This is an optimization exercise on Yosys and OpenROAD, whose aim is small area and a short achievable clock period, not a production implementation.
At most, simulation tests tie the RTL to the original design; equivalence was not proved.

==> flow/design.v (excerpt) <==
module ntt_block_radix2_pipelined (
    input  logic         clk,
    input  logic         reset,
    input  logic         data_valid_in,
    input  logic         iNTT_mode,
    input  logic [127:0] Data_in,
    output logic [127:0] Data_out,
    output logic         data_valid_out,
    output logic         mode_out
);
export LEC_CHECK = 0
export CAP_MARGIN = 20
export CORE_MARGIN = 2
export CORE_UTILIZATION = 55
export SLEW_MARGIN = 20
export SYNTH_HIERARCHICAL = 1
export SYNTH_MINIMUM_KEEP_SIZE = 0
create_clock -name core_clock -period 65.0 [get_ports {clk}]
standard.sh (not shown) runs the stock make flow with config.mk's settings and CLKGATE_MAP_FILE= SYNTH_SCRIPT=/design/flow/synth_recipe.tcl, a recipe that flattens the netlist after the stock synthesis.
==> flow/flow/run.sh <==
#!/bin/bash
# Standard ORFS layout of the standard synthesis. Differences from the default flow:
# ports are buffered with buf_1 and the output-port buffers are then resized to buf_2
# (flow/post_gpl.tcl), and the CTS sink clustering is set explicitly.
set -o pipefail
bash standard.sh "POST_GLOBAL_PLACE_TCL=$PWD/flow/post_gpl.tcl" "BUFFER_PORTS_ARGS=-buffer_cell sky130_fd_sc_hd__buf_1"  "CTS_CLUSTER_SIZE=30" "CTS_CLUSTER_DIAMETER=150" finish > standard.log 2>&1
==> flow/flow/post_gpl.tcl <==
# The standard port buffering used buf_1 on every port; give the output ports a buf_2 instead.
set block [ord::get_db_block]
foreach bterm [$block getBTerms] {
  if {[$bterm getIoType] ne "OUTPUT"} { continue }
  set net [$bterm getNet]
  if {$net eq "NULL"} { continue }
  foreach iterm [$net getITerms] {
    if {![$iterm isOutputSignal]} { continue }
    set inst [$iterm getInst]
    if {[[$inst getMaster] getName] eq "sky130_fd_sc_hd__buf_1"} {
      replace_cell [get_cells [$inst getName]] sky130_fd_sc_hd__buf_2
    }
  }
}
The first run completed with no timing, DRC or antenna violations.
Next try:
==> flow/flow/run.sh (replaced) <==
#!/bin/bash
# Standard ORFS layout of the standard synthesis. Differences from the default flow:
# ports are buffered with buf_1 and the output-port buffers are then resized to buf_2
# (flow/post_gpl.tcl), and the CTS sink clustering is set explicitly.
set -o pipefail
bash standard.sh "POST_GLOBAL_PLACE_TCL=$PWD/flow/post_gpl.tcl" "BUFFER_PORTS_ARGS=-buffer_cell sky130_fd_sc_hd__buf_1"  "CTS_ARGS=-sink_clustering_enable -repair_clock_nets -sink_clustering_size 30 -sink_clustering_max_diameter 150 -sink_clustering_levels 1" finish > standard.log 2>&1
The new run finished with timing, DRC and antenna clean.
Hold slack does not change.
Global-route usage stays the same.
Via count does not change.
Synthesized cell count is unchanged.

04-23:
ntt_block_radix2_pipelined, a different RTL version from the one above (not shown whole).
Size in the first run: ~2100 cells after synthesis, roughly 540 flip-flops, roughly 260 I/O pins.
==> flow/design.v (excerpt) <==
module ntt_block_radix2_pipelined (
    input  logic         clk,
    input  logic         reset,
    input  logic         data_valid_in,
    input  logic         iNTT_mode,
    input  logic [127:0] Data_in,
    output logic [127:0] Data_out,
    output logic         data_valid_out,
    output logic         mode_out
);
    logic n1, n2, n3, n4, n5, n6, n7, n8, n9, n10, n11, n12, n13, n14, n15, n16;
    logic n17, n18, n19, n20, n21, n22, n23, n24, n25, n26, n27, n28, n29, n30, n31, n32;
    logic n33, n34, n35, n36, n37, n38, n39, n40, n41, n42, n43, n44, n45, n46, n47, n48;
    logic n49, n50, n51, n52, n53, n54, n55, n56, n57, n58, n59, n60, n61, n62, n63, n64;
    logic n65, n66, n67, n68, n69, n70, n71, n72, n73, n74, n75, n76, n77, n78, n79, n80;
    logic n81, n82, n83, n84, n85, n86, n87, n88, n89, n90, n91, n92, n93, n94, n95, n96;
    logic n97, n98, n99, n100, n101, n102, n103, n104, n105, n106, n107, n108, n109, n110, n111, n112;
    logic n113, n114, n115, n116, n117, n118, n119, n120, n121, n122, n123, n124, n125, n126, n127, n128;
    logic n129, n130, n131, n132, n133, n134, n135, n136, n137, n138, n139, n140, n141, n142, n143, n144;
    logic n145, n146, n147, n148, n149, n150, n151, n152, n153, n154, n155, n156, n157, n158, n159, n160;
    logic n161, n162, n163, n164, n165, n166, n167, n168, n169, n170, n171, n172, n173, n174, n175, n176;
    logic n177, n178, n179, n180, n181, n182, n183, n184, n185, n186, n187, n188, n189, n190, n191, n192;
    logic n193, n194, n195, n196, n197, n198, n199, n200, n201, n202, n203, n204, n205, n206, n207, n208;
    logic n209, n210, n211, n212, n213, n214, n215, n216, n217, n218, n219, n220, n221, n222, n223, n224;
    logic n225, n226, n227, n228, n229, n230, n231, n232, n233, n234, n235, n236, n237, n238, n239, n240;
    logic n241, n242, n243, n244, n245, n246, n247, n248, n249, n250, n251, n252, n253, n254, n255, n256;
  ...
export LEC_CHECK = 0
export CAP_MARGIN = 20
export CORE_MARGIN = 2
export CORE_UTILIZATION = 80
export SLEW_MARGIN = 20
export SYNTH_HIERARCHICAL = 1
export SYNTH_MINIMUM_KEEP_SIZE = 0
create_clock -name core_clock -period 65.0 [get_ports {clk}]
==> flow/flow/run.sh <==
#!/bin/bash
# Standard ORFS layout of the standard synthesis. Differences from the default flow:
# ports are buffered with buf_1
# and the CTS sink clustering is set explicitly.
set -o pipefail
bash standard.sh "BUFFER_PORTS_ARGS=-buffer_cell sky130_fd_sc_hd__buf_1"  "CTS_CLUSTER_SIZE=30" "CTS_CLUSTER_DIAMETER=150" finish > standard.log 2>&1
04-23 ran to completion and came out clean on the timing, design-rule and antenna checks.
#### Input delta (06-20 over 04-23)
Settings: CORE_UTILIZATION changed from 80 to 55.
### Flow results
- Category of the most critical setup path: register to output pin -> 06-20, register to register -> 04-23
- ~same worst hold slack in 06-20 and 04-23
- Summary of 06-20 over 04-23: via count dropped 12%; slack of the critical path +0.17 ns; post-synthesis to final-layout area growth grew by 0.99 points; global-route wire length before repair lower.
- On maximum clock skew at final layout, 06-20 and 04-23 are basically level.
- Routed wire in 06-20 totals less than in 04-23.
- Clock transition at the registers of the reported paths: 04-23 vs 06-20, no meaningful difference

Setup of garnet:
RTL: one of the versions met above, not the one the previous note started from.
For scale: about 2100 cells after synthesis, ~260 I/O pins, ~29000 um^2 of cells after synthesis.
export LEC_CHECK = 0
export CAP_MARGIN = 20
export CORE_MARGIN = 2
export CORE_UTILIZATION = 45
export SLEW_MARGIN = 20
export SYNTH_HIERARCHICAL = 1
export SYNTH_MINIMUM_KEEP_SIZE = 0
create_clock -name core_clock -period 65.0 [get_ports {clk}]
==> flow/flow/run.sh <==
#!/bin/bash
# Standard ORFS layout with the standard synthesis; only port-buffer cells and CTS clustering differ.
set -o pipefail
bash standard.sh "POST_GLOBAL_PLACE_TCL=$PWD/flow/post_gpl.tcl" "BUFFER_PORTS_ARGS=-buffer_cell sky130_fd_sc_hd__buf_1" "CTS_CLUSTER_SIZE=30" "CTS_CLUSTER_DIAMETER=150" finish > standard.log 2>&1
Scripts as last shown in full above: flow/flow/post_gpl.tcl
Edits applied to the flow inputs when going from garnet to willow:
- swapping 45 for 55 in CORE_UTILIZATION
==> flow/flow/run.sh <==
#!/bin/bash
# Standard ORFS layout of the standard synthesis. Differences from the default flow:
# ports are buffered with buf_1
# and the CTS sink clustering is set explicitly.
set -o pipefail
bash standard.sh "BUFFER_PORTS_ARGS=-buffer_cell sky130_fd_sc_hd__buf_1"  "CTS_CLUSTER_SIZE=30" "CTS_CLUSTER_DIAMETER=150" finish > standard.log 2>&1
removed: flow/flow/post_gpl.tcl
## What came out
- Between garnet and willow, the difference in fmax is negligible.
- Placed cell count (willow / garnet): 0.944
- Reported for garnet and willow, average footprint of a synthesized cell turned out identical to the last digit.
- Looking at routed wire length, willow sits about 5.4% below garnet.
- NOTE: die area in willow falls short of that of garnet
Inputs modified between willow and maple:
==> flow/flow/run.sh <==
#!/bin/bash
# Standard ORFS layout of the standard synthesis. Differences from the default flow:
# ports are buffered with buf_1 and the output-port buffers are then resized to buf_2
# (flow/post_gpl.tcl), and the CTS sink clustering is set explicitly.
set -o pipefail
bash standard.sh "POST_GLOBAL_PLACE_TCL=$PWD/flow/post_gpl.tcl" "BUFFER_PORTS_ARGS=-buffer_cell sky130_fd_sc_hd__buf_1"  "CTS_CLUSTER_SIZE=30" "CTS_CLUSTER_DIAMETER=150" "CTS_BUF_DISTANCE=400" finish > standard.log 2>&1
==> flow/flow/post_gpl.tcl (new file) <==
# The standard port buffering used buf_1 on every port; give the output ports a buf_2 instead.
set block [ord::get_db_block]
foreach bterm [$block getBTerms] {
  if {[$bterm getIoType] ne "OUTPUT"} { continue }
  set net [$bterm getNet]
  if {$net eq "NULL"} { continue }
  foreach iterm [$net getITerms] {
    if {![$iterm isOutputSignal]} { continue }
    set inst [$iterm getInst]
    if {[[$inst getMaster] getName] eq "sky130_fd_sc_hd__buf_1"} {
      replace_cell [get_cells [$inst getName]] sky130_fd_sc_hd__buf_2
    }
  }
}
willow has a higher global routing usage on met1 than maple. Between willow and maple, the final cell count does not differ in any meaningful way. Clock network area share delta (maple -> willow): insignificant. Comparing maple against willow, there is no change at all in remaining antenna violation count after routing. Met2 wire length essentially unchanged between maple and willow. The run showing the greater worst path setup slack after routing is maple. | proportion of layout cells with a drive suffix above 1 | higher: maple |.
Changes in quartz relative to maple:
- changing CORE_UTILIZATION from 55 to 45
==> flow/flow/run.sh <==
#!/bin/bash
# Standard ORFS layout of the standard synthesis. Differences from the default flow:
# ports are buffered with buf_1 and the output-port buffers are then resized to buf_2
# (flow/post_gpl.tcl), and the CTS sink clustering is set explicitly.
set -o pipefail
bash standard.sh "POST_GLOBAL_PLACE_TCL=$PWD/flow/post_gpl.tcl" "BUFFER_PORTS_ARGS=-buffer_cell sky130_fd_sc_hd__buf_1"  "CTS_CLUSTER_SIZE=20" "CTS_CLUSTER_DIAMETER=100" finish > standard.log 2>&1
==> summary.txt <==
- Met2 track utilization from global routing: quartz vs maple down 5.2 points
- met1 track demand over resource was higher in the run labelled maple.
- From quartz to maple, buffers plus inverters on the worst setup path did not move at all.
- Diff maple -> quartz | worst setup slack | increase of 0.0044 ns
- Total placed instance area: lower on maple
- Diff maple..quartz | peak clock frequency supported by timing | negligible
- [compare] base=maple new=quartz: number of buffers on the longest clock path flat; met3 layer wire length in the routed design picked up an extra 16%.

ntt_block_radix2_pipelined, a different RTL version from the one above (not shown whole).
Size: roughly 2,100 cells after synthesis, roughly 540 flip-flops, about 30,000 um2 of cells after synthesis.
export LEC_CHECK = 0
export CAP_MARGIN = 20
export CORE_MARGIN = 2
export CORE_UTILIZATION = 45
export SLEW_MARGIN = 20
export SYNTH_HIERARCHICAL = 1
export SYNTH_MINIMUM_KEEP_SIZE = 0
create_clock -name core_clock -period 65.0 [get_ports {clk}]
==> flow/flow/run.sh <==
#!/bin/bash
# Standard ORFS layout with the standard synthesis; only port-buffer cells and CTS clustering differ.
set -o pipefail
bash standard.sh "PRE_GLOBAL_PLACE_TCL=$PWD/flow/pre_gpl.tcl" "BUFFER_PORTS_ARGS=-inputs -buffer_cell sky130_fd_sc_hd__buf_1" "CTS_CLUSTER_SIZE=30" "CTS_CLUSTER_DIAMETER=150" finish > standard.log 2>&1
==> flow/flow/pre_gpl.tcl <==
# Buffer the outputs with buf_2 before the standard flow buffers the (remaining) input ports.
buffer_ports -outputs -buffer_cell sky130_fd_sc_hd__buf_2
Next try:
==> flow/flow/run.sh (replaced) <==
#!/bin/bash
# Standard ORFS layout with the standard synthesis; only placement/CTS options differ.
set -o pipefail
bash standard.sh  "BUFFER_PORTS_ARGS=-buffer_cell sky130_fd_sc_hd__buf_2" "CTS_CLUSTER_SIZE=30" "CTS_CLUSTER_DIAMETER=150" finish > standard.log 2>&1
removed: flow/flow/pre_gpl.tcl
The changed run went through all stages and came out clean.
Count of clock-buffer cells in the layout falls by 1.
Clock skew goes down by 0.0090 ns.
Register-to-register slack hardly moves.
Final area rises by 2.4%.
Wire length went up by 1.6%.
Maximum frequency came out lower by 0.59%.
Utilization grows by 1.1 points.
Die area stays the same.
Next try:
==> flow/flow/run.sh (replaced) <==
#!/bin/bash
# Standard ORFS layout with the standard synthesis; only placement/CTS options differ.
set -o pipefail
bash standard.sh  "BUFFER_PORTS_ARGS=-buffer_cell sky130_fd_sc_hd__buf_1" "CTS_CLUSTER_SIZE=30" "CTS_CLUSTER_DIAMETER=150" finish > standard.log 2>&1
Settings changed: SYNTH_HIERARCHICAL 1 to default, SYNTH_MINIMUM_KEEP_SIZE 0 to default.
Wire length came out higher by 2.2%; cell count goes up by 20%; worst setup slack stays flat; cell area climbs by about 6.5%; via count is higher by 11%; worst hold slack stays flat; core utilization decreases by 0.16 points; die area climbs by about 7%.
Function was not checked in any run of this note: the RTL went through the layout flow alone.

ntt_block_radix2_pipelined, a different RTL version from the one above (not shown whole).
Size in the first run: about 260 I/O pins, roughly 29000 sq um of cells after synthesis.
==> flow/design.v (excerpt) <==
module ntt_block_radix2_pipelined (
    input  logic         clk,
    input  logic         reset,
    input  logic         data_valid_in,
    input  logic         iNTT_mode,
    input  logic [127:0] Data_in,
    output logic [127:0] Data_out,
    output logic         data_valid_out,
    output logic         mode_out
);
clock: 65.0 ns
lec_check: 0
cap_margin: 20
core_margin: 2
core_utilization: 55
slew_margin: 20
synth_hierarchical: 1
synth_minimum_keep_size: 0
==> flow/flow/run.sh <==
#!/bin/bash
# Standard ORFS layout of the standard synthesis. Differences from the default flow:
# ports are buffered with buf_1
# and the CTS sink clustering is set explicitly.
set -o pipefail
bash standard.sh "BUFFER_PORTS_ARGS=-buffer_cell sky130_fd_sc_hd__buf_1"  "CTS_CLUSTER_SIZE=28" "CTS_CLUSTER_DIAMETER=140" finish > standard.log 2>&1
Then changed:
==> flow/flow/run.sh (replaced) <==
#!/bin/bash
# Standard ORFS layout of the standard synthesis. Differences from the default flow:
# ports are buffered with buf_1
# and the CTS sink clustering is set explicitly.
set -o pipefail
bash standard.sh "BUFFER_PORTS_ARGS=-buffer_cell sky130_fd_sc_hd__buf_1"  "CTS_CLUSTER_SIZE=30" "CTS_CLUSTER_DIAMETER=150" finish > standard.log 2>&1
Effect:
- cell count stays flat
- core utilization stays flat
- global-route usage hardly moves
- worst setup slack got worse by 0.017 ns
- die area does not change
- synthesized area stays the same
- clock-buffer cell count came out lower by 2
- wire length came out higher slightly

ntt_block_radix2_pipelined with an RTL version that a note above also has.
Size in the first run: ~2,100 cells after synthesis, roughly 540 flip-flops, roughly 260 I/O pins.
clock: 65.0 ns
lec_check: 0
cap_margin: 20
core_margin: 2
core_utilization: 55
slew_margin: 20
synth_hierarchical: 1
synth_minimum_keep_size: 0
==> flow/flow/run.sh <==
#!/bin/bash
# Standard ORFS layout of the standard synthesis. Differences from the default flow:
# ports are buffered with buf_1 and the output-port buffers are then resized to buf_2
# (flow/post_gpl.tcl), and the CTS sink clustering is set explicitly.
set -o pipefail
bash standard.sh "POST_GLOBAL_PLACE_TCL=$PWD/flow/post_gpl.tcl" "BUFFER_PORTS_ARGS=-buffer_cell sky130_fd_sc_hd__buf_1"  "CTS_ARGS=-sink_clustering_enable -repair_clock_nets -sink_clustering_size 30 -sink_clustering_max_diameter 150 -balance_levels" finish > standard.log 2>&1
==> flow/flow/post_gpl.tcl <==
# The standard port buffering used buf_1 on every port; give the output ports a buf_2 instead.
set block [ord::get_db_block]
foreach bterm [$block getBTerms] {
  if {[$bterm getIoType] ne "OUTPUT"} { continue }
  set net [$bterm getNet]
  if {$net eq "NULL"} { continue }
  foreach iterm [$net getITerms] {
    if {![$iterm isOutputSignal]} { continue }
    set inst [$iterm getInst]
    if {[[$inst getMaster] getName] eq "sky130_fd_sc_hd__buf_1"} {
      replace_cell [get_cells [$inst getName]] sky130_fd_sc_hd__buf_2
    }
  }
}
Edit:
==> flow/flow/run.sh (replaced) <==
#!/bin/bash
# Standard ORFS layout with the standard synthesis; only placement/CTS options differ.
set -o pipefail
bash standard.sh  "BUFFER_PORTS_ARGS=-buffer_cell sky130_fd_sc_hd__buf_2" "CTS_CLUSTER_SIZE=30" "CTS_CLUSTER_DIAMETER=150" finish > standard.log 2>&1
CORE_UTILIZATION = 45   (was 55)
removed: flow/flow/post_gpl.tcl
Fmax barely changes.
Die area went up by about a fifth.
Hold slack stays flat.
Register-to-register slack gets better by 160 ps.
Edit:
==> flow/flow/run.sh (replaced) <==
#!/bin/bash
# Standard ORFS layout of the standard synthesis. Differences from the default flow:
# ports are buffered with buf_1 and the output-port buffers are then resized to buf_2
# (flow/post_gpl.tcl), and the CTS sink clustering is set explicitly.
set -o pipefail
bash standard.sh "POST_GLOBAL_PLACE_TCL=$PWD/flow/post_gpl.tcl" "BUFFER_PORTS_ARGS=-buffer_cell sky130_fd_sc_hd__buf_1"  "CTS_CLUSTER_SIZE=30" "CTS_CLUSTER_DIAMETER=150" finish > standard.log 2>&1
==> flow/flow/post_gpl.tcl (new file) <==
# The standard port buffering used buf_1 on every port; give the output ports a buf_2 instead.
set block [ord::get_db_block]
foreach bterm [$block getBTerms] {
  if {[$bterm getIoType] ne "OUTPUT"} { continue }
  set net [$bterm getNet]
  if {$net eq "NULL"} { continue }
  foreach iterm [$net getITerms] {
    if {![$iterm isOutputSignal]} { continue }
    set inst [$iterm getInst]
    if {[[$inst getMaster] getName] eq "sky130_fd_sc_hd__buf_1"} {
      replace_cell [get_cells [$inst getName]] sky130_fd_sc_hd__buf_2
    }
  }
}
CORE_UTILIZATION = 60   (was 45)
What happened: Synthesized cell count does not change; global-route usage came out higher by 5.6 points; via count stays flat; area after synthesis is unchanged.

==> what the ideal ports hide <==
In the flow no input, the clock included, has a driving cell. The finished layouts below were timed again as built, in two steps. Step 1, drivers: a clkbuf_16 drives clk and a buf_2 each remaining input, both assumed. Step 2 also shifts input and output timing later by t, the mid clock arrival at the registers, as if the neighbouring blocks saw the same clock. a / b / c = no drivers / after step 1 / after step 2; a / b = the first two.
run | t (ns) | slack for setup (ns) | worst register clock-pin slew, ns | worst slew at a driven data input, ns
the first run of note 1 | 0.621 | 50.959 / 50.900 / 51.402 | 0.11 / 0.11 | 0.08
the second run of note 1 | 0.621 | 50.959 / 50.900 / 51.402 | 0.11 / 0.11 | 0.08
04-23 | 0.625 | 50.741 / 50.741 / 50.741 | 0.11 / 0.11 | 0.06
06-20 | 0.631 | 50.911 / 50.850 / 51.425 | 0.12 / 0.12 | 0.08
garnet | 0.623 | 50.953 / 50.896 / 51.472 | 0.12 / 0.12 | 0.06
willow | 0.628 | 50.914 / 50.852 / 51.405 | 0.12 / 0.12 | 0.08
maple | 0.621 | 50.959 / 50.900 / 51.402 | 0.11 / 0.11 | 0.08
quartz | 0.621 | 50.963 / 50.906 / 51.462 | 0.08 / 0.08 | 0.06
the first run of note 4 | 0.668 | 50.982 / 50.916 / 51.419 | 0.11 / 0.11 | 0.05
the second run of note 4 | 0.647 | 50.899 / 50.835 / 51.414 | 0.12 / 0.12 | 0.07
the third run of note 4 | 0.664 | 50.897 / 50.838 / 51.453 | 0.11 / 0.11 | 0.08
the first run of note 5 | 0.649 | 50.906 / 50.842 / 51.270 | 0.12 / 0.12 | 0.08
the second run of note 5 | 0.659 | 50.888 / 50.829 / 51.299 | 0.12 / 0.12 | 0.08
the first run of note 6 | 0.621 | 50.959 / 50.900 / 51.402 | 0.11 / 0.11 | 0.08
the second run of note 6 | 0.634 | 50.949 / 50.893 / 51.527 | 0.12 / 0.12 | 0.06
the third run of note 6 | 0.633 | 50.951 / 50.890 / 51.471 | 0.12 / 0.12 | 0.08
After both steps every run listed still meets setup and hold.
